Context: an optimization exercise on an open-source flow, tuned for small area. The choices shown serve that exercise and are no tape-out recipe.
Only simulation tests tie the RTL to the original design; equivalence was not proved.
Power and IR drop assume default switching activity.

===== design/flow/flow/run.sh =====
#!/bin/bash
# Standard ORFS synthesis, then every combinational cell swapped to its lowest
# drive strength (the repair steps size up what needs it), then the standard
# ORFS layout with the smallest plain buffer on every port.
set -euo pipefail
RES=orfs/results/$FLOW_PLATFORM/crossbar/base
bash standard.sh synth > synth.log 2>&1
SYNTH_ODB=$RES/1_synth.odb openroad -no_init -exit flow/shrink.tcl > shrink.log 2>&1
bash standard.sh "BUFFER_PORTS_ARGS=-buffer_cell sky130_fd_sc_hd__buf_1" RECOVER_POWER=100 finish > standard.log 2>&1

===== design/flow/flow/shrink.tcl =====
# Swap every combinational cell of the synthesized netlist to the lowest drive
# strength of the same cell; the later repair steps size up what needs it.
# Flip-flops keep the cell type synthesis gave them.
read_db $::env(SYNTH_ODB)
set db [ord::get_db]
set block [ord::get_db_block]
set n 0
foreach inst [$block getInsts] {
  set m [[$inst getMaster] getName]
  if {![regexp {^(sky130_fd_sc_hd__[a-z0-9]+)_([0-9]+)$} $m -> base drive]} { continue }
  if {[regexp {__(df|ed|sd|dl|conb|tap|fill|decap|diode)} $base]} { continue }
  foreach d {1 0} {
    if {$d eq $drive} { break }
    set nm [$db findMaster ${base}_$d]
    if {$nm ne "NULL"} {
      $inst swapMaster $nm
      incr n
      break
    }
  }
}
puts "shrink: swapped $n cells"
write_db $::env(SYNTH_ODB)

===== design/flow/standard.sh =====
#!/bin/bash
# synth_recipe.tcl (not shown) runs the flow's synth.tcl, then flattens the netlist and writes it again
# the make line also repeats each setting of config.mk as NAME=value (left out here)
make -C /OpenROAD-flow-scripts/flow DESIGN_CONFIG=/design/flow/config.mk WORK_HOME=/design/flow/orfs CLKGATE_MAP_FILE= SYNTH_SCRIPT=/design/flow/synth_recipe.tcl "${@:-finish}"

===== design/flow/config.mk =====
export PLATFORM = sky130hd
export DESIGN_NAME = crossbar
export DESIGN_NICKNAME = crossbar
export VERILOG_FILES = /design/flow/design.v
export SDC_FILE = /design/flow/constraint.sdc
export NUM_CORES = 4
export LEC_CHECK = 0
export CAP_MARGIN = 20
export CORE_AREA = 5 5 295 295
export CTS_BUF_LIST = sky130_fd_sc_hd__clkbuf_2 sky130_fd_sc_hd__clkbuf_4 sky130_fd_sc_hd__clkbuf_8
export DIE_AREA = 0 0 300 300
export GPL_TIMING_DRIVEN = 0
export SLEW_MARGIN = 20
export SYNTH_HIERARCHICAL = 1

===== design/flow/constraint.sdc =====
create_clock -name core_clock -period 6.0 [get_ports {clk}]
set_input_delay 1.2000 -clock core_clock [delete_from_list [all_inputs] [get_ports {clk}]]
set_output_delay 1.2000 -clock core_clock [all_outputs]
set_load 0.01 [all_outputs]

===== design/flow/design.v =====
module cb_inv    (input a, output y);                      assign y = ~a;                                  endmodule
module cb_and2   (input a, input b, output y);             assign y = a & b;                               endmodule
module cb_or2    (input a, input b, output y);             assign y = a | b;                               endmodule
module cb_nand2  (input a, input b, output y);             assign y = ~(a & b);                            endmodule
module cb_nor2   (input a, input b, output y);             assign y = ~(a | b);                            endmodule
module cb_xnor2  (input a, input b, output y);             assign y = ~(a ^ b);                            endmodule
module cb_nor2b  (input a, input bn, output y);            assign y = ~(a | ~bn);                          endmodule
module cb_nand2b (input an, input b, output y);            assign y = ~(~an & b);                          endmodule
module cb_nand3  (input a, input b, input c, output y);    assign y = ~(a & b & c);                        endmodule
module cb_nor3   (input a, input b, input c, output y);    assign y = ~(a | b | c);                        endmodule
module cb_nor3b  (input a, input b, input cn, output y);   assign y = ~(a | b | ~cn);                      endmodule
module cb_and3b  (input an, input b, input c, output y);   assign y = ~an & b & c;                         endmodule
module cb_and4b  (input an, input b, input c, input d, output y); assign y = ~an & b & c & d;              endmodule
module cb_nand4  (input a, input b, input c, input d, output y);  assign y = ~(a & b & c & d);             endmodule
module cb_nor4   (input a, input b, input c, input d, output y);  assign y = ~(a | b | c | d);             endmodule
module cb_a21oi  (input a0, input a1, input b, output y);  assign y = ~((a0 & a1) | b);                    endmodule
module cb_a21o   (input a0, input a1, input b, output y);  assign y = (a0 & a1) | b;                       endmodule
module cb_a211o  (input a0, input a1, input b, input c, output y); assign y = (a0 & a1) | b | c;           endmodule
module cb_a21boi (input a0, input a1, input bn, output y); assign y = ~((a0 & a1) | ~bn);                  endmodule
module cb_aoi22  (input a0, input b0, input a1, input b1, output y); assign y = ~((a0 & b0) | (a1 & b1));  endmodule
module cb_aoi222 (input a0, input b0, input a1, input b1, input a2, input b2, output y);
	assign y = ~((a0 & b0) | (a1 & b1) | (a2 & b2));
endmodule
module cb_mux2i  (input a0, input a1, input s, output y);  assign y = ~(s ? a1 : a0);                      endmodule
module cb_slice (
	input  [3:0] s,
	input  [3:0] d,
	input  [3:0] nen,
	output [3:0] o,
	output       m_n
);
	wire y1;
	cb_aoi222 u_a (.a0(s[0]), .b0(d[0]), .a1(s[1]), .b1(d[1]), .a2(s[2]), .b2(d[2]), .y(y1));
	cb_a21boi u_b (.a0(s[3]), .a1(d[3]), .bn(y1), .y(m_n));
	cb_nor2   u_o0 (.a(m_n), .b(nen[0]), .y(o[0]));
	cb_nor2   u_o1 (.a(m_n), .b(nen[1]), .y(o[1]));
	cb_nor2   u_o2 (.a(m_n), .b(nen[2]), .y(o[2]));
	cb_nor2   u_o3 (.a(m_n), .b(nen[3]), .y(o[3]));
endmodule
module crossbar (
	input clk,
	input reset,
	input master_0_req,				 
	output master_0_ack,
	input master_0_cmd,				 
	output master_0_resp,
	input [31:0] master_0_addr,
	input [31:0] master_0_wdata,
	output [31:0] master_0_rdata,
	input master_1_req,				 
	output master_1_ack,
	input master_1_cmd,				 
	output master_1_resp,
	input [31:0] master_1_addr,
	input [31:0] master_1_wdata,
	output [31:0] master_1_rdata,
	input master_2_req,
	output master_2_ack,
	input master_2_cmd,
	output master_2_resp,
	input [31:0] master_2_addr,
	input [31:0] master_2_wdata,
	output [31:0] master_2_rdata,
	input master_3_req,
	output master_3_ack,
	input master_3_cmd,
	output master_3_resp,
	input [31:0] master_3_addr,
	input [31:0] master_3_wdata,
	output [31:0] master_3_rdata,
	output slave_0_req,
	input slave_0_ack,
	output slave_0_cmd,
	input slave_0_resp,
	input [31:0] slave_0_rdata,
	output [31:0] slave_0_wdata,
	output [31:0] slave_0_addr,
	output slave_1_req,
	input slave_1_ack,
	output slave_1_cmd,
	input slave_1_resp,
	input [31:0] slave_1_rdata,
	output [31:0] slave_1_wdata,
	output [31:0] slave_1_addr,
	output slave_2_req,
	input slave_2_ack,
	output slave_2_cmd,
	input slave_2_resp,
	input [31:0] slave_2_rdata,
	output [31:0] slave_2_wdata,
	output [31:0] slave_2_addr,
	output slave_3_req,
	input slave_3_ack,
	output slave_3_cmd,
	input slave_3_resp,
	input [31:0] slave_3_rdata,
	output [31:0] slave_3_wdata,
	output [31:0] slave_3_addr
	);
	wire [3:0] r  = {master_3_req, master_2_req, master_1_req, master_0_req};
	wire [3:0] c  = {master_3_cmd, master_2_cmd, master_1_cmd, master_0_cmd};
	wire [3:0] k  = {slave_3_ack, slave_2_ack, slave_1_ack, slave_0_ack};
	wire [3:0] s  = {slave_3_resp, slave_2_resp, slave_1_resp, slave_0_resp};
	reg  [3:0] g;
	reg        m1, mx, la, le;
	reg  [1:0] ri;
	reg        rv;
	wire [3:0] g_d;
	wire       m1_d, mx_d, la_d, le_d, rv_d;
	wire [1:0] ri_d;
	always @(posedge clk) begin
		g  <= g_d;
		m1 <= m1_d;
		mx <= mx_d;
		la <= la_d;
		le <= le_d;
		ri <= ri_d;
		rv <= rv_d;
	end
	wire cu, cw, ncr, nar, beg;
	cb_aoi22 u_cu  (.a0(g[0]), .b0(r[0]), .a1(g[1]), .b1(r[1]), .y(cu));
	cb_aoi22 u_cw  (.a0(g[2]), .b0(r[2]), .a1(g[3]), .b1(r[3]), .y(cw));
	cb_and2  u_ncr (.a(cu), .b(cw), .y(ncr));
	cb_nor4  u_nar (.a(r[0]), .b(r[1]), .c(r[2]), .d(r[3]), .y(nar));
	cb_nor2b u_beg (.a(nar), .bn(ncr), .y(beg));
	wire lx;
	cb_nor3b  u_la (.a(la), .b(le), .cn(beg), .y(la_d));
	cb_xnor2  u_lx (.a(la), .b(le), .y(lx));
	cb_nor2b  u_le (.a(lx), .bn(beg), .y(le_d));
	wire nm1, nmx;
	wire [3:0] nX, nY, nZ;    
	cb_inv   u_nm1 (.a(m1), .y(nm1));
	cb_inv   u_nmx (.a(mx), .y(nmx));
	cb_nand2b u_x0 (.an(mx), .b(m1), .y(nX[0]));
	cb_or2    u_x1 (.a(m1), .b(mx), .y(nX[1]));
	cb_nand2b u_x2 (.an(m1), .b(mx), .y(nX[2]));
	cb_nand2  u_x3 (.a(m1), .b(mx), .y(nX[3]));
	assign nY = {nmx, m1, mx, nm1};
	cb_nor2   u_z0 (.a(m1), .b(mx), .y(nZ[0]));
	cb_nor2b  u_z1 (.a(m1), .bn(mx), .y(nZ[1]));
	cb_and2   u_z2 (.a(m1), .b(mx), .y(nZ[2]));
	cb_nor2b  u_z3 (.a(mx), .bn(m1), .y(nZ[3]));
	wire [3:0] h, t;
	genvar i;
	generate
		for (i = 0; i < 4; i = i + 1) begin : gn
			cb_aoi222 u_h (.a0(r[(i+3)%4]), .b0(nX[i]), .a1(r[(i+2)%4]), .b1(nY[i]),
			               .a2(r[(i+1)%4]), .b2(nZ[i]), .y(h[i]));
			cb_a21oi  u_t (.a0(h[i]), .a1(ncr), .b(g[i]), .y(t[i]));
			cb_nor3b  u_g (.a(t[i]), .b(reset), .cn(r[i]), .y(g_d[i]));
		end
	endgenerate
	wire e1, ex, q1, qx;
	cb_or2   u_e1 (.a(g[2]), .b(g[3]), .y(e1));      
	cb_or2   u_ex (.a(g[1]), .b(g[2]), .y(ex));      
	cb_mux2i u_q1 (.a0(m1), .a1(e1), .s(la), .y(q1));
	cb_mux2i u_qx (.a0(mx), .a1(ex), .s(la), .y(qx));
	cb_nor2  u_m1 (.a(q1), .b(reset), .y(m1_d));
	cb_nor2  u_mx (.a(qx), .b(reset), .y(mx_d));
	wire [64:0] m0 = {master_0_cmd, master_0_addr, master_0_wdata};
	wire [64:0] m1v = {master_1_cmd, master_1_addr, master_1_wdata};
	wire [64:0] m2v = {master_2_cmd, master_2_addr, master_2_wdata};
	wire [64:0] m3v = {master_3_cmd, master_3_addr, master_3_wdata};
	wire [64:0] s0, s1, s2, s3, mxn;
	wire [3:0] nk;
	generate
		for (i = 0; i < 4; i = i + 1) begin : nkg
			cb_inv u (.a(k[i]), .y(nk[i]));
		end
	endgenerate
	genvar b;
	generate
		for (b = 0; b < 65; b = b + 1) begin : wsl
			cb_slice u (.s(g), .d({m3v[b], m2v[b], m1v[b], m0[b]}), .nen(nk),
			            .o({s3[b], s2[b], s1[b], s0[b]}), .m_n(mxn[b]));
		end
	endgenerate
	assign {slave_0_cmd, slave_0_addr, slave_0_wdata} = s0;
	assign {slave_1_cmd, slave_1_addr, slave_1_wdata} = s1;
	assign {slave_2_cmd, slave_2_addr, slave_2_wdata} = s2;
	assign {slave_3_cmd, slave_3_addr, slave_3_wdata} = s3;
	wire nag;
	cb_nor4  u_nag (.a(g[0]), .b(g[1]), .c(g[2]), .d(g[3]), .y(nag));
	cb_and3b u_sr0 (.an(nag), .b(mxn[63]), .c(mxn[62]), .y(slave_0_req));
	cb_nor2b u_sr1 (.a(mxn[62]), .bn(mxn[63]), .y(slave_1_req));
	cb_nor2b u_sr2 (.a(mxn[63]), .bn(mxn[62]), .y(slave_2_req));
	cb_nor2  u_sr3 (.a(mxn[63]), .b(mxn[62]), .y(slave_3_req));
	wire aack;
	cb_nand4 u_aack (.a(nk[0]), .b(nk[1]), .c(nk[2]), .d(nk[3]), .y(aack));
	cb_and2  u_ma0 (.a(g[0]), .b(aack), .y(master_0_ack));
	cb_and2  u_ma1 (.a(g[1]), .b(aack), .y(master_1_ack));
	cb_and2  u_ma2 (.a(g[2]), .b(aack), .y(master_2_ack));
	cb_and2  u_ma3 (.a(g[3]), .b(aack), .y(master_3_ack));
	wire nrs, ogv;
	cb_nor4   u_nrs (.a(s[0]), .b(s[1]), .c(s[2]), .d(s[3]), .y(nrs));   
	cb_a21o   u_ri1 (.a0(nag), .a1(ri[1]), .b(e1), .y(ri_d[1]));
	cb_a211o  u_ri0 (.a0(nag), .a1(ri[0]), .b(g[1]), .c(g[3]), .y(ri_d[0]));
	cb_nand2b u_ogv (.an(rv), .b(nag), .y(ogv));                           
	cb_and4b  u_rv  (.an(reset), .b(nrs), .c(mxn[64]), .d(ogv), .y(rv_d));
	wire w, ni1, ni0;
	wire [3:0] nresp;
	cb_nor2b u_w   (.a(nrs), .bn(rv), .y(w));
	cb_inv   u_ni1 (.a(ri[1]), .y(ni1));
	cb_inv   u_ni0 (.a(ri[0]), .y(ni0));
	cb_nand3 u_nr0 (.a(w), .b(ni1),   .c(ni0),   .y(nresp[0]));
	cb_nand3 u_nr1 (.a(w), .b(ni1),   .c(ri[0]), .y(nresp[1]));
	cb_nand3 u_nr2 (.a(w), .b(ri[1]), .c(ni0),   .y(nresp[2]));
	cb_nand3 u_nr3 (.a(w), .b(ri[1]), .c(ri[0]), .y(nresp[3]));
	cb_inv   u_mr0 (.a(nresp[0]), .y(master_0_resp));
	cb_inv   u_mr1 (.a(nresp[1]), .y(master_1_resp));
	cb_inv   u_mr2 (.a(nresp[2]), .y(master_2_resp));
	cb_inv   u_mr3 (.a(nresp[3]), .y(master_3_resp));
	wire [3:0] psel;
	assign psel[0] = s[0];
	cb_nor2b u_p1 (.a(s[0]), .bn(s[1]), .y(psel[1]));
	cb_nor3b u_p2 (.a(s[0]), .b(s[1]), .cn(s[2]), .y(psel[2]));
	cb_nor3  u_p3 (.a(s[0]), .b(s[1]), .c(s[2]), .y(psel[3]));
	wire [31:0] r0, r1, r2, r3;
	generate
		for (b = 0; b < 32; b = b + 1) begin : rsl
			cb_slice u (.s(psel), .d({slave_3_rdata[b], slave_2_rdata[b], slave_1_rdata[b], slave_0_rdata[b]}),
			            .nen(nresp), .o({r3[b], r2[b], r1[b], r0[b]}), .m_n());
		end
	endgenerate
	assign master_0_rdata = r0;
	assign master_1_rdata = r1;
	assign master_2_rdata = r2;
	assign master_3_rdata = r3;
endmodule

==> results.yml, run 1 <==
yosys:
  yosys_warnings: 7
  netlist_instances: 662
  syn_area_sq_um: 3799
  syn-mean-instance-area_sq_um: 5.738
  synth_nets: 1064
power:
  power_density_nw_per_um2: 121.8
  ir_worst_vdd_mv: 0.1281
  p_leak_nw: 2.611
detailed_routing:
  wl_um: 52400
  drt_iter0_drc: 1516
  dr.pass1.iters: 9
  drc: 0
  wl_per_cell_um: 20.26
  vias: 9573
  via_per_inst: 3.702
  ant_nets: 0
placement:
  place_hpwl_um: 45970
  gp_congestion: 0.9541
  preCtsSetupSlack_ns: 1.161
  port_buffers: 801
clock_tree:
  cts_buffer_depth: 2
  ctsResizeCount: 0
  clock-sinks: 11
  h-tree-depth: 1
  clk_pin_slew_worst_paths_ns: 0.06
  cts_setup_buffers: 0
  ctsRootBufferMaster: "clkbuf_8"
  cts_hold_buf: 0
  clk_latency_ns: 0.24
  numCtsBuffers: 3
  cts_tree: "yes"
sta:
  drv_slew: 95
  setup_slack_ns: 0.6457
  hold_viol_final: 0
  fin_skew_ns: 0.001705
  max_freq_mhz: 186.8
  rsz0062_at_grt: "false"
  setup_viol: 0
  slew_headroom: -0.5120
  tightest_slew_ns: 2.248
  period_minus_slack_ns: 5.354
  hold_slack_ns: 0.4459
  period_share: 0.8924
flow_run:
  cap_violations: 8
global_route:
  grt-ovfl-total: 0
  grt_pass1_wl_um: 66650
  grt_usage: 0.1030
  grt_max_degree: 65
  antenna_found_initial: 39
  grt_pass1_vias: 8529
worst_setup_path:
  critPathKind: "in -> out"
  crit_fanout: 36
  required_ns: 4.80
  endpoint_kind: "output pin"
  rrSetupSlack_ns: 3.71
  worst_setup_path_start_kind: "input pin"
  crit_arrival_ns: 4.15
die:
  rows: 106
  die_area_sq_um: 90000
  ioPinCount: 802
  core-area_sq_um: 83560
  fp.dieH_um: 300
  die_w_um: 300
  start_util: 0.04546
finish:
  final_common_cell: "buf_1"
  drive_gt1_frac: 0.02083
  syn2layout_area_growth_pct: 126.5
  most-common-layout-cells: "buf_1, nor2_1, a222oi_1, a21boi_0, a21boi_1"
  nFillCells: 9856
  fin_nets: 1891
min_path:
  min_path_type: "reg -> reg"
outcome:
  violations: "max-capacitance violations, max-slew violations"
  status: "failed layout checks"
-- critical path, stage by stage --
cell      delay (ns)
buf_2           0.61
nor3b_2         0.31
clkbuf_1        0.37
buf_4           0.29
a222oi_1        0.29
a21boi_0        0.78
nor2_1          0.10
buf_1           0.16
-- sequential cells by signal (all words and copies together) (netlist names) --
| register | flops |
|---|---|
| mx | 1 |
| la | 1 |
| le | 1 |
| g | 4 |
| ri | 2 |
| rv | 1 |
| m1 | 1 |
-- routing by layer --
| metal | up-vias | global-route usage | wire, um |
|---|---|---|---|
| met4 | 10 | 0.04369 | 2432 |
| met3 | 123 | 0.02831 | 6126 |
| li1 | 4193 | - | - |
| met5 | - | 0 | 64 |
| met1 | 4369 | 0.1222 | 19480 |
| met2 | 878 | 0.1751 | 24290 |
-- where the power goes --
group	leakage [nW]	internal [mW]	switching [mW]
clock network	0.0256	0.0458	0.0332
registers	0.0928	0.0889	0.0294
logic	2.49	0.280	0.570
total	2.61	0.415	0.633
-- area by class of cell --
cell class	count	area (sq um)	area share
Multi-Input combinational cell	639	3551	0.4127
Clock inverter	1	5.005	0.0005817
Sequential cell	11	231.5	0.02691
Antenna cell	18	45.04	0.005236
Timing Repair Buffer	822	3324	0.3864
Inverter	12	53.80	0.006254
Tap cell	1080	1351	0.1571
Clock buffer	3	41.29	0.004799
-- final timing paths --
check	from	to	cells after the start
hold / removal	le	la	1
hold reg to reg	le	la	1
setup / recovery	slave_0_resp	master_3_rdata[21]	8
setup reg to reg	g[0]	rv	3
-- stage by stage --
step / utilization / instance area, sq um / power, mW / setup TNS (ns) / instances
3_5_place_dp: 0.1035 / 8646 / 0.9975 / 0 / 2564
6_report: 0.1030 / 8603 / 1.048 / 0 / 2586
2_1_floorplan: - / 3799 / 0.5138 / 0 / 662
5_1_grt: 0.1028 / 8591 / 1.135 / 0 / 2581
3_3_place_gp: 0.09762 / 8157 / 0.9496 / -189.42 / 2543
4_1_cts: 0.1040 / 8692 / 1.084 / 0 / 2568
==> run 2: changes to the inputs <==
--- a/design/flow/flow/run.sh
+++ b/design/flow/flow/run.sh
@@ -8,2 +8,2 @@
 SYNTH_ODB=$RES/1_synth.odb openroad -no_init -exit flow/shrink.tcl > shrink.log 2>&1
-bash standard.sh "BUFFER_PORTS_ARGS=-buffer_cell sky130_fd_sc_hd__buf_1" RECOVER_POWER=100 finish > standard.log 2>&1
+bash standard.sh "BUFFER_PORTS_ARGS=-buffer_cell sky130_fd_sc_hd__buf_1" finish > standard.log 2>&1
==> results.yml, run 2 <==
detailed_routing:
  via_per_inst: 3.693
  drt_iter0_drc: 1574
  ant_nets: 0
  wl_per_cell_um: 20.29
  dr.pass1.iters: 9
  drc: 0
  vias: 9551
  wl_um: 52480
clock_tree:
  ctsResizeCount: 0
  clk_pin_slew_worst_paths_ns: 0.06
  ctsRootBufferMaster: "clkbuf_8"
  h-tree-depth: 1
  cts_hold_buf: 0
  clock-sinks: 11
  clk_latency_ns: 0.24
  numCtsBuffers: 3
  cts_tree: "yes"
  cts_buffer_depth: 2
  cts_setup_buffers: 0
placement:
  dpl_cell_area_sq_um: 8646
  port_buffers: 801
  preCtsSetupSlack_ns: 1.161
  gp_congestion: 0.9541
  dp_cells: 2564
  place_hpwl_um: 45970
sta:
  hold_slack_ns: 0.4461
  setup_slack_ns: 1.050
  fin_setup_tns_ns: 0
  max_freq_mhz: 202.0
  drv_slew: 0
  period_minus_slack_ns: 4.950
  hold_viol_final: 0
  period_share: 0.8251
  fin_skew_ns: 0.0004140
  setup_viol: 0
  rsz0062_at_grt: "false"
  tightest_slew_ns: 1.178
  slew_headroom: 0.2127
worst_setup_path:
  crit_fanout: 36
  cpPeakStageDelay_ns: 0.82
  slowest_stage: "nor3b_2"
  required_ns: 4.80
  endpoint_kind: "output pin"
  crit_arrival_ns: 3.75
  worst_setup_path_start_kind: "input pin"
  critPathKind: "in -> out"
  cpMostUsedCell: "buf_4"
  cp_cell_sequence: "buf_2, nor3b_2, buf_4, buf_4, a222oi_1, a21boi_1, nor2_1, buf_1"
die:
  fp.dieH_um: 300
  ioPinCount: 802
  die_w_um: 300
  start_util: 0.04546
  rows: 106
  core-area_sq_um: 83560
  die_area_sq_um: 90000
power:
  power_density_nw_per_um2: 123.3
  power_mw: 1.077
  ir_worst_vdd_mv: 0.1292
  p_leak_nw: 2.677
global_route:
  grt_pass1_vias: 8529
  grt_usage: 0.1030
  grt_max_degree: 65
  grt_pass1_wl_um: 66650
  antenna_found_initial: 39
  grt-ovfl-total: 0
yosys:
  netlist_instances: 662
  yosys_warnings: 7
  synth_nets: 1064
  syn_area_sq_um: 3799
  syn-mean-instance-area_sq_um: 5.738
finish:
  largest_reg_flops: 4
  fin_area_sq_um: 8737
  stdcell_count: 2586
  fin_util: 0.1046
  largestRegisters: "g: 4 flops, ri: 2 flops"
  syn2layout_area_growth_pct: 130.0
  fin_nets: 1891
  drive_gt1_frac: 0.03562
  final_common_cell: "buf_1"
  top_register: "g"
  most-common-layout-cells: "buf_1, nor2_1, a222oi_1, a21boi_1, a21boi_2"
outcome:
  status: "complete, no violations"
flow_run:
  cap_violations: 0
min_path:
  min_path_type: "reg -> reg"
-- run 2: changes by cell type in the layout (fill, tap and decap cells not counted), sizes merged --
cell	previous run	this run
buf	808	822
clkbuf	17	3
inv	11	12
clkinvlp	1	0
-- run 2: cell type report --
cell class | instances | area (sq um)
diodes | 18 | 45.04
clock buffers | 3 | 41.29
clock inverters | 1 | 5.005
fillers | 9833 | 74820
inverters | 12 | 55.05
multi-input cells | 639 | 3616
flip-flops and latches | 11 | 235.2
well taps | 1080 | 1351
repair buffers | 822 | 3388
-- run 2: power breakdown --
group          total [mW]  switching, mW  internal (mW)
registers           0.120         0.0317         0.0888
logic               0.876          0.576          0.301
clock network      0.0806         0.0347         0.0459
total                1.08          0.642          0.435
-- run 2: routing by layer --
| layer | up-vias | global-route usage | routed length, um |
|---|---|---|---|
| li1 | 4190 | - | - |
| met3 | 118 | 0.02831 | 5846 |
| met2 | 886 | 0.1751 | 24520 |
| met4 | 10 | 0.04369 | 2218 |
| met1 | 4347 | 0.1222 | 19830 |
| met5 | - | 0 | 64 |
-- run 2: final timing paths --
path	cells after the start	startpoint	slack (ns)	to
setup / recovery	8	slave_0_resp	1.05	master_3_rdata[17]
hold reg to reg	1	le	0.45	la
hold / removal	1	le	0.45	la
setup reg to reg	3	g[0]	4.09	rv
-- run 2: critical path, delay by kind of cell --
| kind | cells | cell delay, ns |
|---|---|---|
| buffers and inverters | 4 | 1.23 |
| AOI/OAI and AO/OA | 2 | 0.32 |
| and+or+nand+nor | 2 | 0.93 |
==> run 3: changes to the inputs <==
--- a/design/flow/config.mk
+++ b/design/flow/config.mk
@@ -11,3 +11,3 @@
 export DIE_AREA = 0 0 300 300
-export GPL_TIMING_DRIVEN = 0
+export PLACE_DENSITY = 0.85
 export SLEW_MARGIN = 20
==> results.yml, run 3 <==
outcome:
  status: "complete, no violations"
global_route:
  grt_pass1_vias: 8617
  grt_max_degree: 52
  grt_pass1_wl_um: 70870
  grt_usage: 0.1134
  grt_use_met3: 0.05148
  use_met1: 0.1276
  grt-ovfl-total: 0
  antenna_found_initial: 47
  busiest_layer: "met2"
  grt_use_met2: 0.1889
finish:
  syn2layout_area_growth_pct: 125.1
  top_register: "g"
  final_common_cell: "buf_1"
  stdcell_count: 2594
  largestRegisters: "g: 4 flops, ri: 2 flops"
  fin_nets: 1897
  most-common-layout-cells: "buf_1, nor2_1, a222oi_1, a21boi_1, buf_4"
  drive_gt1_frac: 0.03681
  nFillCells: 9780
  largest_reg_flops: 4
clock_tree:
  clk_latency_ns: 0.24
  h-tree-depth: 1
  clk_pin_slew_worst_paths_ns: 0.05
  cts_hold_buf: 0
  clock-sinks: 11
  cts_buffer_depth: 2
  ctsRootBufferMaster: "clkbuf_8"
  cts_setup_buffers: 0
  cts_tree: "yes"
  ctsResizeCount: 0
  numCtsBuffers: 3
detailed_routing:
  via_per_inst: 3.823
  ant_nets: 0
  dr.pass1.iters: 11
  drt_iter0_drc: 1853
  wl_per_cell_um: 22.24
  drc: 0
  wl_um: 57680
  vias: 9917
placement:
  port_buffers: 801
  gp_congestion: 0.9142
  dp_cells: 2570
  place_hpwl_um: 50840
flow_run:
  cap_violations: 0
power:
  power_density_nw_per_um2: 126.7
  ir_worst_vdd_mv: 0.07257
  p_leak_nw: 2.626
worst_setup_path:
  crit_start: "master_0_addr[30]"
  endpoint_kind: "output pin"
  critPathKind: "in -> out"
  required_ns: 4.80
  crit_arrival_ns: 3.43
  rrSetupSlack_ns: 3.55
  crit_fanout: 8
  r2r-start: "g[0]"
  worst_setup_path_start_kind: "input pin"
sta:
  setup_viol: 0
  fin_setup_tns_ns: 0
  drv_slew: 0
  fin_skew_ns: 0.006061
  hold_slack_ns: 0.4518
  tightest_slew_ns: 1.088
  slew_headroom: 0.2732
  hold_viol_final: 0
  period_minus_slack_ns: 4.629
  rsz0062_at_grt: "false"
  max_freq_mhz: 216.0
  period_share: 0.7715
yosys:
  syn-mean-instance-area_sq_um: 5.738
  yosys_warnings: 7
  netlist_instances: 662
  synth_nets: 1064
  syn_area_sq_um: 3799
die:
  die_area_sq_um: 90000
  rows: 106
  die_w_um: 300
  fp.dieH_um: 300
  ioPinCount: 802
  core-area_sq_um: 83560
  start_util: 0.04546
min_path:
  worstHoldStart: "le"
  min_path_type: "reg -> reg"
run 3: changes by cell type in the layout (fill, tap and decap cells not counted), sizes merged:
cell	previous run	this run
buf	822	827
clkbuf	3	4
diode	18	20
run 3: layout make-up:
cell class,instances,area [sq um],area share
Clock inverter,1,5.005,0.0005854
Sequential cell,11,235.2,0.02751
Antenna cell,20,50.05,0.005854
Clock buffer,3,41.29,0.004830
Inverter,12,45.04,0.005269
Tap cell,1080,1351,0.1581
Multi-Input combinational cell,639,3611,0.4224
Timing Repair Buffer,828,3211,0.3755
run 3: worst max-delay path, cell delays in order:
cell,delay [ns]
buf_1,0.07
a222oi_1,0.77
a21boi_2,0.94
and3b_1,0.29
buf_1,0.16
run 3: routing by layer:
metal,up-vias,wire length (um)
li1,4211,-
met1,4513,21140
met2,991,26120
met3,168,7558
met4,34,2645
met5,-,219
run 3: final timing paths:
kind | to | cells after the start
max | slave_0_req | 5
max reg2reg | rv | 4
min reg2reg | la | 1
min | la | 1
run 3: report_power, final:
part | total, mW | leakage [nW] | switching, mW | internal (mW)
sequential | 0.126 | 0.0936 | 0.0375 | 0.0889
combinational | 0.883 | 2.51 | 0.598 | 0.284
clock | 0.0745 | 0.0256 | 0.0288 | 0.0457
run 3: per-stage QoR:
step | setup WS, ns | utilization | instance area [sq um] | power, mW
CTS | 1.266 | 0.1016 | 8488 | 1.089
floorplan | 1.062 | - | 3799 | 0.5138
global placement | 1.322 | 0.1007 | 8413 | 0.9842
detailed placement | 1.278 | 0.1010 | 8442 | 1.010
global route | 1.357 | 0.1020 | 8519 | 1.157
finish | 1.371 | 0.1023 | 8549 | 1.083
==> run 4: changes to the inputs <==
--- a/design/flow/config.mk
+++ b/design/flow/config.mk
@@ -11,3 +11,2 @@
 export DIE_AREA = 0 0 300 300
-export PLACE_DENSITY = 0.85
 export SLEW_MARGIN = 20
==> results.yml, run 4 <==
detailed_routing:
  vias: 9642
  wl_per_cell_um: 21.23
  dr.pass1.iters: 8
  drt_iter0_drc: 1525
  wl_um: 54660
  ant_nets: 0
  drc: 0
  via_per_inst: 3.744
yosys:
  synth_nets: 1064
  syn-mean-instance-area_sq_um: 5.738
  netlist_instances: 662
  yosys_warnings: 7
  syn_area_sq_um: 3799
global_route:
  grt_pass1_wl_um: 68990
  antenna_found_initial: 32
  busiest_layer: "met2"
  grt_max_degree: 70
  use_met1: 0.1339
  grt_use_met3: 0.02080
  grt_pass1_vias: 8631
  grt_usage: 0.1074
  grt-ovfl-total: 0
  grt_use_met2: 0.1888
worst_setup_path:
  cp_top_family: "simple AND/OR/NAND/NOR gates"
  slowest_stage: "nand3_2"
  crit_buf_inv: 2
  cpPeakStageDelay_ns: 0.78
  required_ns: 4.80
  endpoint_kind: "output pin"
  critical_path_depth: 6
  crit_fanout: 33
  crit_arrival_ns: 3.31
  cp_cell_sequence: "clkbuf_2, nor4_1, nor2b_1, nand3_2, nor2_1, buf_1"
  reg2reg_to: "rv"
  worstRegToRegCells: 4
  rrSetupSlack_ns: 3.54
  critPathKind: "in -> out"
  worst_setup_path_start_kind: "input pin"
  r2r-start: "g[2]"
flow_run:
  cap_violations: 0
placement:
  place_hpwl_um: 47610
  dp_cells: 2563
  dpl_cell_area_sq_um: 8359
  gp_congestion: 0.9675
  port_buffers: 801
  preCtsSetupSlack_ns: 1.546
min_path:
  worstHoldStart: "le"
  holdPathEnd: "la"
  min_path_type: "reg -> reg"
  whs_path_depth: 1
finish:
  fin_area_sq_um: 8433
  top_register: "g"
  drive_gt1_frac: 0.02892
  most-common-layout-cells: "buf_1, nor2_1, a222oi_1, a21boi_1, buf_4"
  largestRegisters: "g: 4 flops, ri: 2 flops"
  final_common_cell: "buf_1"
  nFillCells: 9914
  fin_nets: 1890
  largest_reg_flops: 4
  syn2layout_area_growth_pct: 122.0
  stdcell_count: 2575
  fin_util: 0.1009
sta:
  setup_slack_ns: 1.487
  drv_slew: 0
  hold_viol_final: 0
  setup_viol: 0
  tightest_slew_ns: 1.017
  max_freq_mhz: 221.6
  hold_slack_ns: 0.4517
  fin_setup_tns_ns: 0
  slew_headroom: 0.3204
  rsz0062_at_grt: "false"
  fin_skew_ns: 0.005120
  period_minus_slack_ns: 4.513
  period_share: 0.7522
clock_tree:
  h-tree-depth: 1
  ctsRootBufferMaster: "clkbuf_8"
  cts_buffer_depth: 2
  clk_pin_slew_worst_paths_ns: 0.06
  clk_latency_ns: 0.26
  numCtsBuffers: 3
  cts_hold_buf: 0
  cts_tree: "yes"
  cts_setup_buffers: 0
  clock-sinks: 11
  ctsResizeCount: 0
power:
  ir_worst_vdd_mv: 0.06506
  power_density_nw_per_um2: 127.0
  power_mw: 1.071
  p_leak_nw: 2.574
die:
  die_area_sq_um: 90000
  start_util: 0.04546
  core-area_sq_um: 83560
  fp.dieH_um: 300
  ioPinCount: 802
  rows: 106
  die_w_um: 300
outcome:
  status: "complete, no violations"
## run 4: final cells by class
cell class                      count  area (sq um)  area share
Multi-Input combinational cell    639          3577      0.4242
Timing Repair Buffer              821          3158      0.3745
Tap cell                         1080          1351      0.1602
Sequential cell                    11         235.2     0.02789
Inverter                           12         45.04    0.005341
Clock buffer                        3         41.29    0.004896
Antenna cell                        8         20.02    0.002374
Clock inverter                      1         5.005   0.0005935
## run 4: layer usage
layer	up-vias	part of all wire
met2	906	0.47
met3	107	0.096
met5	-	0
li1	4179	-
met1	4450	0.40
met4	0	0.034
## run 4: worst register-to-register path: cells and delay by family, from the launching register on
| kind | cells | cell delay [ns] |
|---|---|---|
| AOI/OAI and AO/OA | 2 | 1.30 |
| buffers and inverters | 1 | 0.36 |
| DFF | 1 | 0.44 |
| and+or+nand+nor | 1 | 0.30 |
## run 4: worst max path at each step
stage,endpoint,from,slack [ns]
6_report,master_1_rdata[29],slave_0_resp,1.49
5_1_grt,master_2_rdata[30],slave_0_resp,1.45
4_1_cts,master_3_rdata[17],slave_0_resp,1.55
3_5_place_dp,master_3_rdata[17],slave_0_resp,1.55
3_3_place_gp,master_3_rdata[17],slave_0_resp,1.58
2_1_floorplan,master_0_rdata[0],slave_1_resp,1.06
## run 4: where the power goes
| group | total [mW] | internal, mW | leakage [nW] | switching, mW |
|---|---|---|---|---|
| logic | 0.853 | 0.284 | 2.45 | 0.569 |
| clock network | 0.0838 | 0.0461 | 0.0255 | 0.0377 |
| registers | 0.134 | 0.0887 | 0.0936 | 0.0453 |
==> run 5: changes to the inputs <==
--- a/design/flow/config.mk
+++ b/design/flow/config.mk
@@ -9,3 +9,4 @@
 export CORE_AREA = 5 5 295 295
-export CTS_BUF_LIST = sky130_fd_sc_hd__clkbuf_2 sky130_fd_sc_hd__clkbuf_4 sky130_fd_sc_hd__clkbuf_8
+export CTS_BUF_LIST = sky130_fd_sc_hd__clkbuf_4
+export CTS_CLUSTER_SIZE = 20
 export DIE_AREA = 0 0 300 300
==> results.yml, run 5 <==
placement:
  dp_cells: 2563
  place_hpwl_um: 47610
  port_buffers: 801
  preCtsSetupSlack_ns: 1.546
  gp_congestion: 0.9675
yosys:
  syn_area_sq_um: 3799
  yosys_warnings: 7
  syn-mean-instance-area_sq_um: 5.738
  synth_nets: 1064
  netlist_instances: 662
detailed_routing:
  wl_per_cell_um: 21.21
  dr.pass1.iters: 10
  wl_um: 54650
  drt_iter0_drc: 1524
  drc: 0
  vias: 9648
  via_per_inst: 3.745
  ant_nets: 0
global_route:
  grt_pass1_wl_um: 68990
  grt_pass1_vias: 8631
  grt-ovfl-total: 0
  antenna_found_initial: 32
  grt_usage: 0.1074
  grt_max_degree: 70
worst_setup_path:
  critPathKind: "in -> out"
  required_ns: 4.80
  endpoint_kind: "output pin"
  cp_top_family: "simple AND/OR/NAND/NOR gates"
  cpPeakStageDelay_ns: 0.78
  worst_setup_path_start_kind: "input pin"
  crit_buf_inv: 2
  crit_fanout: 33
  crit_arrival_ns: 3.31
  cp_cell_sequence: "clkbuf_2, nor4_1, nor2b_1, nand3_2, nor2_1, buf_1"
  slowest_stage: "nand3_2"
min_path:
  min_path_type: "reg -> reg"
sta:
  hold_viol_final: 0
  slew_headroom: 0.3161
  drv_slew: 0
  tightest_slew_ns: 1.024
  rsz0062_at_grt: "false"
  max_freq_mhz: 221.7
  period_share: 0.7517
  fin_skew_ns: 0.005988
  fin_setup_tns_ns: 0
  period_minus_slack_ns: 4.510
  setup_viol: 0
  setup_slack_ns: 1.490
die:
  start_util: 0.04546
  ioPinCount: 802
  rows: 106
  core-area_sq_um: 83560
  die_area_sq_um: 90000
  die_w_um: 300
  fp.dieH_um: 300
power:
  power_mw: 1.050
  ir_worst_vdd_mv: 0.06547
  power_density_nw_per_um2: 124.8
  p_leak_nw: 2.566
clock_tree:
  clk_latency_ns: 0.30
  h-tree-depth: 1
  clock-sinks: 11
  ctsResizeCount: 0
  numCtsBuffers: 3
  cts_hold_buf: 0
  clk_pin_slew_worst_paths_ns: 0.09
  ctsRootBufferMaster: "clkbuf_4"
  cts_setup_buffers: 0
  cts_buffer_depth: 2
  cts_tree: "yes"
finish:
  most-common-layout-cells: "buf_1, nor2_1, a222oi_1, a21boi_1, buf_4"
  nFillCells: 9916
  fin_nets: 1890
  syn2layout_area_growth_pct: 121.6
  stdcell_count: 2576
  top_register: "g"
  largestRegisters: "g: 4 flops, ri: 2 flops"
  largest_reg_flops: 4
  drive_gt1_frac: 0.02892
  final_common_cell: "buf_1"
flow_run:
  cap_violations: 0
outcome:
  status: "complete, no violations"
[run 5: worst paths after layout]
kind / slack (ns) / cells after the start / start / endpoint
setup / recovery: 1.49 / 6 / slave_0_resp / master_1_rdata[29]
hold / removal: 0.46 / 1 / le / la
setup reg to reg: 3.53 / 4 / g[2] / rv
hold reg to reg: 0.46 / 1 / le / la
[run 5: where the power goes]
part	internal [mW]	leakage [nW]	switching (mW)
clock	0.0249	0.0178	0.0378
combinational	0.284	2.45	0.569
sequential	0.0886	0.0936	0.0456
[run 5: through the flow]
| stage | cell area (sq um) | hold WS, ns | util |
|---|---|---|---|
| after floorplan | 3799 | 0.4199 | - |
| after global placement | 8359 | 0.4338 | 0.1000 |
| after detailed placement | 8359 | 0.4309 | 0.1000 |
| after CTS | 8387 | 0.4556 | 0.1004 |
| after global routing | 8412 | 0.4689 | 0.1007 |
| final | 8417 | 0.4569 | 0.1007 |
[run 5: layout make-up]
cell class | count | area [sq um] | area share
repair buffers | 821 | 3158 | 0.3752
well taps | 1080 | 1351 | 0.1605
diodes | 9 | 22.52 | 0.002676
clock buffers | 3 | 22.52 | 0.002676
clock inverters | 1 | 5.005 | 0.0005946
inverters | 12 | 45.04 | 0.005352
flip-flops and latches | 11 | 235.2 | 0.02795
multi-input cells | 639 | 3577 | 0.4250
[run 5: routing by layer]
metal | track usage | part of all wire
met1 | 0.1339 | 0.40
met2 | 0.1888 | 0.47
met3 | 0.02080 | 0.097
met4 | 0.02953 | 0.034
met5 | 0 | 0
==> run 6: changes to the inputs <==
--- a/design/flow/config.mk
+++ b/design/flow/config.mk
@@ -7,8 +7,7 @@
 export LEC_CHECK = 0
-export CAP_MARGIN = 20
+export CAP_MARGIN = 5
 export CORE_AREA = 5 5 295 295
 export CTS_BUF_LIST = sky130_fd_sc_hd__clkbuf_4
-export CTS_CLUSTER_SIZE = 20
 export DIE_AREA = 0 0 300 300
-export SLEW_MARGIN = 20
+export SLEW_MARGIN = 5
 export SYNTH_HIERARCHICAL = 1
==> results.yml, run 6 <==
worst_setup_path:
  r2r-start: "g[2]"
  critPathKind: "in -> out"
  endpoint_kind: "output pin"
  crit_arrival_ns: 3.31
  worst_setup_path_start_kind: "input pin"
  crit_fanout: 33
  required_ns: 4.80
  rrSetupSlack_ns: 3.54
  reg2reg_to: "rv"
  worstRegToRegCells: 4
finish:
  most-common-layout-cells: "buf_1, nor2_1, a222oi_1, a21boi_1, buf_4"
  fin_area_sq_um: 8409
  top_register: "g"
  largest_reg_flops: 4
  largestRegisters: "g: 4 flops, ri: 2 flops"
  final_common_cell: "buf_1"
  syn2layout_area_growth_pct: 121.4
  nFillCells: 9915
  drive_gt1_frac: 0.02757
  multi_input_area_sq_um: 3570
  regArea_sq_um: 235.2
  fin_util: 0.1006
  fin_nets: 1890
sta:
  drv_slew: 0
  tightest_slew_ns: 1.199
  rsz0062_at_grt: "false"
  slew_headroom: 0.1991
  fin_setup_tns_ns: 0
  fin_skew_ns: 0.006222
  hold_viol_final: 0
  hold_slack_ns: 0.4568
  setup_viol: 0
  period_minus_slack_ns: 4.513
  period_share: 0.7522
  max_freq_mhz: 221.6
clock_tree:
  ctsResizeCount: 0
  cts_tree: "yes"
  cts_hold_buf: 0
  ctsRootBufferMaster: "clkbuf_4"
  numCtsBuffers: 3
  h-tree-depth: 1
  cts_setup_buffers: 0
  clk_pin_slew_worst_paths_ns: 0.09
  clk_latency_ns: 0.30
  clock-sinks: 11
  cts_buffer_depth: 2
power:
  power_density_nw_per_um2: 124.9
  ir_worst_vdd_mv: 0.06578
  power_mw: 1.050
  p_leak_nw: 2.564
die:
  core-area_sq_um: 83560
  die_w_um: 300
  fp.dieH_um: 300
  die_area_sq_um: 90000
  start_util: 0.04546
  ioPinCount: 802
  rows: 106
detailed_routing:
  wl_um: 54680
  drt_iter0_drc: 1585
  wl_per_cell_um: 21.23
  dr.pass1.iters: 9
  via_per_inst: 3.717
  ant_nets: 0
  vias: 9575
  drc: 0
placement:
  dpl_cell_area_sq_um: 8359
  port_buffers: 801
  gp_congestion: 0.9675
  place_hpwl_um: 47610
min_path:
  worstHoldStart: "le"
  whs_path_depth: 1
  min_path_type: "reg -> reg"
  holdPathEnd: "la"
yosys:
  netlist_instances: 662
  syn_area_sq_um: 3799
  syn-mean-instance-area_sq_um: 5.738
  synth_nets: 1064
  yosys_warnings: 7
outcome:
  status: "complete, no violations"
global_route:
  grt-ovfl-total: 0
  grt_usage: 0.1074
  grt_pass1_wl_um: 68990
  grt_max_degree: 70
  grt_pass1_vias: 8631
  antenna_found_initial: 31
flow_run:
  cap_violations: 0
run 6: report_power, final:
part | total [mW] | leakage [nW] | switching, mW | internal (mW)
Sequential | 0.134 | 0.0936 | 0.0457 | 0.0886
Clock | 0.0627 | 0.0178 | 0.0377 | 0.0249
Combinational | 0.853 | 2.45 | 0.570 | 0.284
run 6: cell type report:
class                   instances  share of cell area
multi-input cells             639              0.4245
repair buffers                821              0.3755
well taps                    1080              0.1607
flip-flops and latches         11             0.02797
inverters                      12            0.005356
clock buffers                   3            0.002678
diodes                          9            0.002678
clock inverters                 1           0.0005951
run 6: worst max-delay path by stage:
stage / startpoint / to / slack [ns] / depth (start not counted)
2_1_floorplan: slave_1_resp / master_0_rdata[0] / 1.06 / 4
3_3_place_gp: slave_0_resp / master_3_rdata[17] / 1.58 / 6
3_5_place_dp: slave_0_resp / master_3_rdata[17] / 1.55 / 6
4_1_cts: slave_0_resp / master_3_rdata[17] / 1.55 / 6
5_1_grt: slave_0_resp / master_2_rdata[30] / 1.45 / 6
6_report: slave_0_resp / master_1_rdata[29] / 1.49 / 6
run 6: worst max-delay path: stages:
cell,delay (ns)
clkbuf_2,0.19
nor4_1,0.10
nor2b_1,0.35
nand3_2,0.78
nor2_1,0.45
buf_1,0.19
run 6: per-stage QoR:
| step | setup slack [ns] | instances |
|---|---|---|
| after floorplan | 1.062 | 662 |
| after global placement | 1.580 | 2563 |
| after detailed placement | 1.546 | 2563 |
| after CTS | 1.546 | 2567 |
| after global routing | 1.449 | 2574 |
| final | 1.487 | 2576 |
run 6: routing by layer:
layer | vias to the layer above | GRT usage | wire length [um]
li1 | 4178 | - | -
met1 | 4450 | 0.1339 | 21840
met2 | 844 | 0.1888 | 25860
met3 | 103 | 0.02080 | 5062
met4 | 0 | 0.02953 | 1912
met5 | - | 0 | 0
==> run 7: changes to the inputs <==
--- a/design/flow/flow/run.sh
+++ b/design/flow/flow/run.sh
@@ -8,2 +8,2 @@
 SYNTH_ODB=$RES/1_synth.odb openroad -no_init -exit flow/shrink.tcl > shrink.log 2>&1
-bash standard.sh "BUFFER_PORTS_ARGS=-buffer_cell sky130_fd_sc_hd__buf_1" finish > standard.log 2>&1
+bash standard.sh "BUFFER_PORTS_ARGS=-buffer_cell sky130_fd_sc_hd__buf_1" "PLACE_PINS_ARGS=-min_distance 1 -min_distance_in_tracks" finish > standard.log 2>&1
--- a/design/flow/config.mk
+++ b/design/flow/config.mk
@@ -7,7 +7,7 @@
 export LEC_CHECK = 0
-export CAP_MARGIN = 5
-export CORE_AREA = 5 5 295 295
+export CAP_MARGIN = 20
+export CORE_AREA = 5 5 245 245
 export CTS_BUF_LIST = sky130_fd_sc_hd__clkbuf_4
-export DIE_AREA = 0 0 300 300
-export SLEW_MARGIN = 5
+export DIE_AREA = 0 0 250 250
+export SLEW_MARGIN = 20
 export SYNTH_HIERARCHICAL = 1
==> results.yml, run 7 <==
outcome:
  status: "complete, no violations"
detailed_routing:
  drt_iter0_drc: 1324
  dr.pass1.iters: 24
  routed.top_layer: "met5"
  vias: 9754
  via_per_inst: 4.331
  wl_um: 46590
  drc: 0
  wl_met1_um: 16820
  wl_met2_um: 22650
  wl_met3_um: 5143
  wl_per_cell_um: 20.69
  ant_nets: 0
sta:
  setup_viol: 0
  hold_slack_ns: 0.4486
  fin_setup_tns_ns: 0
  period_share: 0.7449
  drv_slew: 0
  period_minus_slack_ns: 4.470
  tightest_slew_ns: 1.047
  max_freq_mhz: 223.7
  hold_viol_final: 0
  fin_skew_ns: 0.003866
  slew_headroom: 0.3023
  rsz0062_at_grt: "false"
finish:
  nFillCells: 6783
  final_common_cell: "buf_1"
  fin_area_sq_um: 7976
  largestRegisters: "g: 4 flops, ri: 2 flops"
  multi_input_area_sq_um: 3571
  fin_nets: 1886
  fin_util: 0.1390
  drive_gt1_frac: 0.02428
  syn2layout_area_growth_pct: 110.0
  most-common-layout-cells: "buf_1, nor2_1, a222oi_1, a21boi_1, buf_4"
  top_register: "g"
  largest_reg_flops: 4
  regArea_sq_um: 225.2
placement:
  port_buffers: 801
  gp_congestion: 1.001
  place_hpwl_um: 38010
  dpl_cell_area_sq_um: 7939
min_path:
  min_path_type: "reg -> reg"
clock_tree:
  clk_latency_ns: 0.27
  h-tree-depth: 1
  clk_pin_slew_worst_paths_ns: 0.08
  clock-sinks: 11
  numCtsBuffers: 3
  cts_hold_buf: 0
  cts_setup_buffers: 0
  ctsResizeCount: 0
  ctsRootBufferMaster: "clkbuf_4"
  cts_tree: "yes"
  cts_buffer_depth: 2
global_route:
  grt_pass1_wl_um: 63860
  grt_pass1_vias: 9312
  antenna_found_initial: 5
  grt-ovfl-total: 0
  grt_max_degree: 65
  grt_usage: 0.1330
worst_setup_path:
  endpoint_kind: "output pin"
  cpPeakStageDelay_ns: 0.82
  slowest_stage: "nand3_2"
  cp_top_family: "simple AND/OR/NAND/NOR gates"
  cp_cell_sequence: "clkbuf_2, nor4_1, nor2b_1, nand3_2, nor2_1, buf_1"
  worst_setup_path_start_kind: "input pin"
  crit_arrival_ns: 3.27
  crit_fanout: 33
  required_ns: 4.80
  critPathKind: "in -> out"
  crit_buf_inv: 2
die:
  fp.dieH_um: 250
  ioPinCount: 802
  core-area_sq_um: 57370
  die_w_um: 250
  rows: 88
  start_util: 0.06622
  die_area_sq_um: 62500
flow_run:
  cap_violations: 0
power:
  power_density_nw_per_um2: 121.3
  p_leak_nw: 2.555
  ir_worst_vdd_mv: 0.06075
yosys:
  syn_area_sq_um: 3799
  synth_nets: 1064
  syn-mean-instance-area_sq_um: 5.738
  yosys_warnings: 7
  netlist_instances: 662
[run 7: area by class of cell]
class / instances / area share
diodes: 4 / 0.001255
clock buffers: 3 / 0.002824
clock inverters: 1 / 0.0006275
inverters: 12 / 0.005647
multi-input cells: 639 / 0.4477
flip-flops and latches: 11 / 0.02824
well taps: 765 / 0.1200
repair buffers: 817 / 0.3937
[run 7: worst paths after layout]
check / from / slack [ns] / end / cells past startpoint
hold / removal: le / 0.45 / la / 1
hold reg to reg: le / 0.45 / la / 1
setup reg to reg: g[3] / 3.71 / la / 6
setup / recovery: slave_0_resp / 1.53 / master_2_rdata[12] / 6
[run 7: power by group]
part	leakage (nW)	switching, mW	internal (mW)
clock	0.0177	0.0279	0.0247
sequential	0.0924	0.0344	0.0892
combinational	2.45	0.515	0.276
total	2.56	0.577	0.390
[run 7: through the flow]
step / setup WS [ns] / instances / total power, mW
after floorplan: 1.062 / 662 / 0.5138
after global placement: 1.432 / 2244 / 0.9212
after detailed placement: 1.430 / 2244 / 0.9132
after CTS: 1.438 / 2248 / 0.9717
after global routing: 1.301 / 2249 / 1.045
final: 1.530 / 2252 / 0.9673
[run 7: per-layer routing]
metal  track usage  vias to the layer above
li1              -                     4170
met1        0.1486                     4440
met2        0.2395                      948
met3       0.03918                      188
met4       0.04818                        8
met5             0                        -

-- afterwards: timing with drivers on the ports --
The results above use ideal ports. As a check the final layouts listed here were re-extracted and re-timed, cells and wires unchanged. Step 1, drivers: a clkbuf_16 drives clk and a buf_2 each remaining input, both assumed. Step 2 moves the port delays by t, midway between the first and last clock arrival at a register: inputs arrive t later, outputs are due t later. That takes back most of the time a late clock gives input paths. Slacks: ideal ports / drivers / drivers and shift; pairs: ideal ports / drivers.
run	t (ns)	slack for setup (ns)	worst register clock-pin slew, ns
run 1	0.273	0.646 / 0.618 / 0.618	0.06 / 0.06
run 2	0.275	1.050 / 1.027 / 1.027	0.06 / 0.06
run 3	0.286	1.371 / 1.347 / 1.347	0.05 / 0.05
run 4	0.285	1.487 / 1.402 / 1.402	0.06 / 0.06
run 5	0.332	1.490 / 1.406 / 1.406	0.10 / 0.10
run 6	0.332	1.487 / 1.402 / 1.402	0.10 / 0.10
run 7	0.297	1.530 / 1.433 / 1.433	0.08 / 0.08
The setup slack of run 7, which loses most, moves by -0.097 ns with the drivers and by -0.097 ns with both steps.
